From an optimization exercise on the open Yosys and OpenROAD flow, aimed at small area and a short achievable clock period; shortcuts taken in it are not production practice.
At most, simulation tests tie the RTL to the original design; equivalence was not proved.

==> flow/design.v (excerpt) <==
module hsv2rgb_pipe (
        input clk,
        input rst_n,
        input in_valid,
        input [7:0] h,
        input [7:0] s,
        input [7:0] v,
        output reg out_valid,
        output reg [7:0] r,
        output reg [7:0] g,
        output reg [7:0] b
    );
For scale: ~990 cells after synthesis, about 110 flip-flops.
export LEC_CHECK = 0
export ABC_AREA = 1
export CAP_MARGIN = 20
export CORE_MARGIN = 2
export CORE_UTILIZATION = 40
export SLEW_MARGIN = 20
export SYNTH_HIERARCHICAL = 1
export SYNTH_MINIMUM_KEEP_SIZE = 0
create_clock -name core_clock -period 15.0 [get_ports {clk}]
standard.sh (not shown) runs the stock make flow with config.mk's settings and CLKGATE_MAP_FILE= SYNTH_SCRIPT=/design/flow/synth_recipe.tcl, a recipe that flattens the netlist after the stock synthesis.
==> flow/flow/run.sh <==
#!/bin/bash
set -euo pipefail
export BUFFER_PORTS_ARGS="-buffer_cell sky130_fd_sc_hd__buf_1"
bash standard.sh SETUP_SLACK_MARGIN=10.95 finish > standard.log 2>&1
Rerun with:
--- a/flow/design.v
+++ b/flow/design.v
@@ -182,18 +182,19 @@
     wire mu_t81, mu_t82;
     hsv_fa mu_t81_fa (.a(mu_t40), .b(mu_t59), .c(mu_t58), .s(mu_t81), .co(mu_t82));
     wire mu_t83, mu_t84;
     hsv_fa mu_t83_fa (.a(mu_pp67), .b(mu_pp76), .c(mu_t60), .s(mu_t83), .co(mu_t84));
     wire mu_c2 = mu_pp01 & mu_pp10;
     wire mu_c3 = (mu_t61 & mu_pp20) | (mu_c2 & (mu_t61 | mu_pp20));
     wire mu_c4 = (mu_t62 & mu_t63) | (mu_c3 & (mu_t62 | mu_t63));
-    wire [11:0] mu_ra = {1'b0, mu_t84, mu_t82, mu_t80, mu_t78, mu_t76, mu_t74, mu_t72, mu_t70, mu_t68, mu_t66, mu_t64};
-    wire [11:0] mu_rb = {1'b0, mu_pp77, mu_t83, mu_t81, mu_t79, mu_t77, mu_t75, mu_t73, mu_t71, mu_t69, mu_t67, mu_t65};
-    wire [11:0] mu_sum = mu_ra + mu_rb + {11'd0, mu_c4};
-    assign u_c = mu_sum[11:4];
+    wire mu_c5 = (mu_t64 & mu_t65) | (mu_c4 & (mu_t64 | mu_t65));
+    wire [10:0] mu_ra = {1'b0, mu_t84, mu_t82, mu_t80, mu_t78, mu_t76, mu_t74, mu_t72, mu_t70, mu_t68, mu_t66};
+    wire [10:0] mu_rb = {1'b0, mu_pp77, mu_t83, mu_t81, mu_t79, mu_t77, mu_t75, mu_t73, mu_t71, mu_t69, mu_t67};
+    wire [10:0] mu_sum = mu_ra + mu_rb + {10'd0, mu_c5};
+    assign u_c = mu_sum[10:3];
     wire mp_pp01 = ~(nv1[0] | s1[1]);
     wire mp_pp02 = ~(nv1[0] | s1[2]);
     wire mp_pp03 = ~(nv1[0] | s1[3]);
     wire mp_pp04 = ~(nv1[0] | s1[4]);
     wire mp_pp05 = ~(nv1[0] | s1[5]);
     wire mp_pp06 = ~(nv1[0] | s1[6]);
     wire mp_pp07 = ~(nv1[0] | s1[7]);
@@ -336,18 +337,19 @@
     wire mp_t81, mp_t82;
     hsv_fa mp_t81_fa (.a(mp_t40), .b(mp_t59), .c(mp_t58), .s(mp_t81), .co(mp_t82));
     wire mp_t83, mp_t84;
     hsv_fa mp_t83_fa (.a(mp_pp67), .b(mp_pp76), .c(mp_t60), .s(mp_t83), .co(mp_t84));
     wire mp_c2 = mp_pp01 & mp_pp10;
     wire mp_c3 = (mp_t61 & mp_pp20) | (mp_c2 & (mp_t61 | mp_pp20));
     wire mp_c4 = (mp_t62 & mp_t63) | (mp_c3 & (mp_t62 | mp_t63));
-    wire [11:0] mp_ra = {1'b0, mp_t84, mp_t82, mp_t80, mp_t78, mp_t76, mp_t74, mp_t72, mp_t70, mp_t68, mp_t66, mp_t64};
-    wire [11:0] mp_rb = {1'b0, mp_pp77, mp_t83, mp_t81, mp_t79, mp_t77, mp_t75, mp_t73, mp_t71, mp_t69, mp_t67, mp_t65};
-    wire [11:0] mp_sum = mp_ra + mp_rb + {11'd0, mp_c4};
-    assign p_c = mp_sum[11:4];
+    wire mp_c5 = (mp_t64 & mp_t65) | (mp_c4 & (mp_t64 | mp_t65));
+    wire [10:0] mp_ra = {1'b0, mp_t84, mp_t82, mp_t80, mp_t78, mp_t76, mp_t74, mp_t72, mp_t70, mp_t68, mp_t66};
+    wire [10:0] mp_rb = {1'b0, mp_pp77, mp_t83, mp_t81, mp_t79, mp_t77, mp_t75, mp_t73, mp_t71, mp_t69, mp_t67};
+    wire [10:0] mp_sum = mp_ra + mp_rb + {10'd0, mp_c5};
+    assign p_c = mp_sum[10:3];
     reg [2:0] sel2;
     reg [7:0] u2, p2;
     reg [7:0] nv2;       
     wire [7:0] w_c;
     wire mw_pp01 = ~(nv2[0] | u2[1]);
     wire mw_pp02 = ~(nv2[0] | u2[2]);
     wire mw_pp03 = ~(nv2[0] | u2[3]);
@@ -494,18 +496,19 @@
     wire mw_t81, mw_t82;
     hsv_fa mw_t81_fa (.a(mw_t40), .b(mw_t59), .c(mw_t58), .s(mw_t81), .co(mw_t82));
     wire mw_t83, mw_t84;
     hsv_fa mw_t83_fa (.a(mw_pp67), .b(mw_pp76), .c(mw_t60), .s(mw_t83), .co(mw_t84));
     wire mw_c2 = mw_pp01 & mw_pp10;
     wire mw_c3 = (mw_t61 & mw_pp20) | (mw_c2 & (mw_t61 | mw_pp20));
     wire mw_c4 = (mw_t62 & mw_t63) | (mw_c3 & (mw_t62 | mw_t63));
-    wire [11:0] mw_ra = {1'b0, mw_t84, mw_t82, mw_t80, mw_t78, mw_t76, mw_t74, mw_t72, mw_t70, mw_t68, mw_t66, mw_t64};
-    wire [11:0] mw_rb = {1'b0, mw_pp77, mw_t83, mw_t81, mw_t79, mw_t77, mw_t75, mw_t73, mw_t71, mw_t69, mw_t67, mw_t65};
-    wire [11:0] mw_sum = mw_ra + mw_rb + {11'd0, mw_c4};
-    assign w_c = mw_sum[11:4];
+    wire mw_c5 = (mw_t64 & mw_t65) | (mw_c4 & (mw_t64 | mw_t65));
+    wire [10:0] mw_ra = {1'b0, mw_t84, mw_t82, mw_t80, mw_t78, mw_t76, mw_t74, mw_t72, mw_t70, mw_t68, mw_t66};
+    wire [10:0] mw_rb = {1'b0, mw_pp77, mw_t83, mw_t81, mw_t79, mw_t77, mw_t75, mw_t73, mw_t71, mw_t69, mw_t67};
+    wire [10:0] mw_sum = mw_ra + mw_rb + {10'd0, mw_c5};
+    assign w_c = mw_sum[10:3];
     reg [2:0] wsel;
     reg [2:0] vsel;
     always @* begin
         case (sel2)
             3'd0: begin wsel = 3'b010; vsel = 3'b100; end
             3'd1: begin wsel = 3'b100; vsel = 3'b010; end
             3'd2: begin wsel = 3'b001; vsel = 3'b010; end
Synthesized cell count decreases by 0.91%.
Count of clock-buffer cells in the layout decreases by 1.
Cell count decreases by about 0.8%.
Setup slack barely changes.
Routed wire length decreases by 1.1%.
Synthesized area decreases by 0.84%.
Design area decreases by 0.68%.
Register-to-register slack stays flat.
Maximum frequency stays flat.
Sequential share of layout area increases by 0.17 points.
Only the layout flow was run in the first run of this note; the RTL was not checked for function there.

==> separate check: timing with driven ports <==
The flow's constraints put no driver on any port. The routed layouts listed below were extracted and timed again, unchanged, in two steps.
Step 1: set_driving_cell puts a clkbuf_16 on clk and a buf_2 on each other input, an assumption about the parent block.
Step 2, shift: input delay + t, output delay - t, t = (earliest + latest rising clock arrival at the registers) / 2. This alone moves slack from input paths to output paths.
Slacks: ideal / step 1 / step 2; pairs: ideal / step 1.
run | t, ns | setup slack, ns | slew at the worst register clock pin (ns)
the first run | 0.389 | 11.153 / 11.113 / 11.167 | 0.08 / 0.08
the second run | 0.397 | 11.154 / 11.110 / 11.172 | 0.08 / 0.08
After both steps setup and hold are still met in every run listed.
